This design comes from an exercise in tuning for small area, a short achievable clock period and few clock cycles per item on the open sky130 flow, not from production work. In this exercise RTL edits were held to simulation tests only and were not proved equivalent to the original. The flow treats the clock pin as an ideal source, which a real chip does not have.

==> run a: inputs <==
Design skinny_top, start of the top module:
module skinny_top (
    input               clock,
    input               reset,
    input               start,
    input [7:0]         input_plaintext,
    input [23:0]        input_tweakey,
    output              ready,
    output              done,
    output [127:0]      ciphertext
);
    reg [127:0] st;      
    reg  [383:0] tkv;
    wire [383:0] tk = tkv ^ 384'hb678464987a92670c949b0b67846c987a927708bf8897426564b13a9257a8bf8cb7426348fd99b70b26ae1cb7436648f;
    reg         loading;
    reg [3:0]   lcnt;
    reg         busy;
    reg [5:0]   rc;
    reg         done_r;
    reg         ready_r;
    reg         idle_n;      
    wire last = (rc == 6'h0A);    
    assign ready      = ready_r;
    assign done       = done_r;
    assign ciphertext = st;
    reg loading_n, busy_n;
    always @(*) begin
        loading_n = loading;
        busy_n    = busy;
        if (loading) begin
            if (lcnt == 4'd15) begin
                loading_n = 1'b0;
                busy_n    = 1'b1;
            end
        end else if (busy) begin
  ...
Settings: LEC_CHECK=0, CAP_MARGIN=20, CORE_MARGIN=2, CORE_UTILIZATION=55, CTS_CLUSTER_DIAMETER=120, CTS_CLUSTER_SIZE=24, SLEW_MARGIN=20; clock period 10.0 ns.
standard.sh (not shown) runs the stock make flow with config.mk's settings and CLKGATE_MAP_FILE= SYNTH_SCRIPT=/design/flow/synth_recipe.tcl, a recipe that flattens the netlist after the stock synthesis.
==> flow/flow/run.sh <==
#!/bin/bash
# Standard ORFS layout (the standard.sh), with the resizer asked to aim for
# a setup slack margin of 7.0 ns, so it works the critical paths harder.
set -euo pipefail
bash standard.sh SETUP_SLACK_MARGIN=7.0 POST_CTS_TCL=$PWD/flow/post_cts.tcl finish > standard_flow.log 2>&1
==> flow/flow/post_cts.tcl <==
set block [ord::get_db_block]
set root [$block findInst clkbuf_0_clock]
if { $root != "NULL" } {
  set in_net [[$root findITerm A] getNet]
  set out_net [[$root findITerm X] getNet]
  set loads {}
  foreach it [$out_net getITerms] {
    if { [$it getInst] != $root } { lappend loads $it }
  }
  if { [llength $loads] <= 4 } {
    foreach it $loads {
      $it disconnect
      $it connect $in_net
    }
    odb::dbInst_destroy $root
    odb::dbNet_destroy $out_net
    puts "post_cts: clock port now drives [llength $loads] clock buffers directly"
  } else {
    puts "post_cts: root buffer drives [llength $loads] cells, left in place"
  }
}
if { [info exists ::env(RECOVER_MARGIN)] } {
  estimate_parasitics -placement
  set_clock_uncertainty -setup $::env(RECOVER_MARGIN) [all_clocks]
  report_worst_slack -max
  report_design_area
  repair_timing -recover_power 100
  report_worst_slack -max
  report_design_area
  set_clock_uncertainty -setup 0 [all_clocks]
  detailed_placement
  check_placement -verbose
}
==> run b: changes against run a <==
--- a/flow/design.v
+++ b/flow/design.v
@@ -7,59 +7,57 @@
     output              ready,
     output              done,
     output [127:0]      ciphertext
 );
     reg [127:0] st;      
     reg  [383:0] tkv;
     wire [383:0] tk = tkv ^ 384'hb678464987a92670c949b0b67846c987a927708bf8897426564b13a9257a8bf8cb7426348fd99b70b26ae1cb7436648f;
     reg         loading;
-    reg [3:0]   lcnt;
     reg         busy;
-    reg [5:0]   rc;
+    reg [5:0]   rc;      
     reg         done_r;
     reg         ready_r;
     reg         idle_n;      
     wire last = (rc == 6'h0A);    
+    wire beat15 = (rc == 6'h00);
     assign ready      = ready_r;
     assign done       = done_r;
     assign ciphertext = st;
     reg loading_n, busy_n;
     always @(*) begin
         loading_n = loading;
         busy_n    = busy;
         if (loading) begin
-            if (lcnt == 4'd15) begin
+            if (beat15) begin
                 loading_n = 1'b0;
                 busy_n    = 1'b1;
             end
         end else if (busy) begin
             if (last)
                 busy_n = 1'b0;
         end else if (start) begin
             loading_n = 1'b1;
         end
     end
     always @(posedge clock or posedge reset) begin
         if (reset) begin
             loading <= 1'b0;
-            lcnt    <= 4'd0;
             busy    <= 1'b0;
             rc      <= 6'd0;
             done_r  <= 1'b0;
             ready_r <= 1'b0;
             idle_n  <= 1'b1;
         end else begin
             done_r  <= busy & last;
             loading <= loading_n;
             busy    <= busy_n;
             idle_n  <= ~busy_n;
             ready_r <= ~loading_n & ~busy_n;
-            lcnt    <= loading ? lcnt + 4'd1 : 4'd1;
-            rc      <= busy ? {rc[4:0], rc[5] ^ rc[4] ^ 1'b1} : 6'h01;
+            rc      <= (loading | busy) ? {rc[4:0], rc[5] ^ rc[4] ^ 1'b1} : 6'h09;
         end
     end
     wire [127:0] st_rnd = round(st, tk, rc);
     wire [383:0] tk_rnd = {tk_sched1(tk[383:256]), tk_sched2(tk[255:128]), tk_sched3(tk[127:0])};
     always @(posedge clock) begin
         st <= ({128{busy}} & st_rnd) | ({128{idle_n}} & {st[119:0], input_plaintext});
     end
     wire [383:0] tk_ld = {tk[359:0], input_tweakey};
==> flow/flow/run.sh (replaced) <==
#!/bin/bash
# Standard ORFS layout (the standard.sh), with the resizer asked to aim for
# a setup slack margin of 6.9 ns, so it works the critical paths harder.
set -euo pipefail
bash standard.sh SETUP_SLACK_MARGIN=6.9 POST_CTS_TCL=$PWD/flow/post_cts.tcl PRE_GLOBAL_ROUTE_TCL=$PWD/flow/pre_grt.tcl POST_GLOBAL_ROUTE_TCL=$PWD/flow/post_grt.tcl GRT_MARGIN=6.95 RECOVER_MARGIN=7.0 SETUP_MOVE_SEQUENCE=sizeup,swap 'BUFFER_PORTS_ARGS=-buffer_cell sky130_fd_sc_hd__buf_1' finish > standard_flow.log 2>&1
==> flow/flow/post_grt.tcl (new file) <==
# Take away the temporary setup uncertainty set by pre_grt.tcl.
if { [info exists ::env(GRT_MARGIN)] } {
  set_clock_uncertainty -setup 0 [all_clocks]
  report_worst_slack -max
  report_design_area
}
==> flow/flow/pre_grt.tcl (new file) <==
# Before global route: express the resizer's setup margin as a temporary
# clock uncertainty, so that the power-recovery step that follows the timing
# repair (RECOVER_POWER) keeps the same margin.  post_grt.tcl removes it.
if { [info exists ::env(GRT_MARGIN)] } {
  set ::env(SETUP_SLACK_MARGIN) 0
  set ::env(RECOVER_POWER) 100
  set_clock_uncertainty -setup $::env(GRT_MARGIN) [all_clocks]
  puts "pre_grt: setup uncertainty $::env(GRT_MARGIN) while repairing"
}
==> run c: changes against run a <==
==> flow/flow/run.sh (replaced) <==
#!/bin/bash
# Standard ORFS layout (the standard.sh), with the resizer asked to aim for
# a setup slack margin of 6.9 ns, so it works the critical paths harder.
set -euo pipefail
bash standard.sh SETUP_SLACK_MARGIN=6.9 POST_CTS_TCL=$PWD/flow/post_cts.tcl SETUP_MOVE_SEQUENCE=unbuffer,sizeup,swap 'BUFFER_PORTS_ARGS=-buffer_cell sky130_fd_sc_hd__buf_1' finish > standard_flow.log 2>&1
==> summary.txt <==
- Against run c, the clock skew of run b is higher by 0.0021 ns.
- Fmax: run a > run c > run b.
- Between run b and run a, the lower sequential cell count is in run b (gap 4).
- Die area is the same in run c and run a.
- In run b the via count is smaller than in run a, by about 5%.
- Count of clock-buffer cells in the layout: run c is higher than run b (2).
- Run a passed the timing, DRC and antenna checks. Run b completed without violations. Run c completed without violations.
- In run b the global-route usage is higher than in run c, by 1.7 points.
==> figures <==
item                                                            run b             run c             run a
Status                                                 finished clean    finished clean    finished clean
Sink Count                                                        523               527               527
Routed WL per cell                                           26.19 µm          25.13 µm          24.82 µm
Core utilization of the finished layout                        0.6081            0.6307            0.6704
Layout clock buffers                                               26                28                27
Post-Synth Simple-Gate Area                                   0.07480           0.07561           0.07561
Worst Hold Launch                                    tkv[304]$_DFF_P_  tkv[284]$_DFF_P_  tkv[283]$_DFF_P_
Critical path data arrival time                               1.03 ns           1.01 ns           3.25 ns
Filler Cell Count                                                3215              3106              2955
Net total in the final layout                                    2071              2078              2211
Largest fanout of any net on the critical path                      6                 7                 4
Startpoint-to-endpoint class of the critical path             reg2out           reg2out           reg2reg
Clock skew after layout                                    0.02323 ns        0.02117 ns        0.02029 ns
Synthesized area per cell                                   10.29 µm²         10.32 µm²         10.32 µm²
Sum of net half-perimeters after detailed placement          49200 µm          47050 µm          47660 µm
Testbench counts of run a, summed over its fixed seeds: cycles 27,656, items 384.
Testbench counts of run b, summed over its fixed seeds: cycles 27,656, items 384.
Testbench counts of run c, summed over its fixed seeds: cycles 27,656, items 384.

[port drivers added, routing unchanged]
How much do the figures lean on ideal ports? The routed layouts below were timed once more, with nothing changed but the port constraints.
Step 1, drivers: a clkbuf_16 drives clock and a buf_2 each remaining input, both assumed.
Step 2 moves the port delays by t, midway between the first and last clock arrival at a register: inputs arrive t later, outputs are due t later. That takes back most of the time a late clock gives input paths.
Slacks: ideal ports / drivers / drivers and shift; pairs: ideal ports / drivers.
run	shift t [ns]	slack for setup (ns)	hold slack, ns
run a	0.489	7.021 / 6.995 / 7.021	0.424 / 0.424 / 0.424
run b	0.495	6.974 / 6.905 / 7.043	0.438 / 0.438 / 0.438
run c	0.490	6.991 / 6.924 / 7.071	0.435 / 0.435 / 0.435
After both steps every run listed still meets setup and hold.
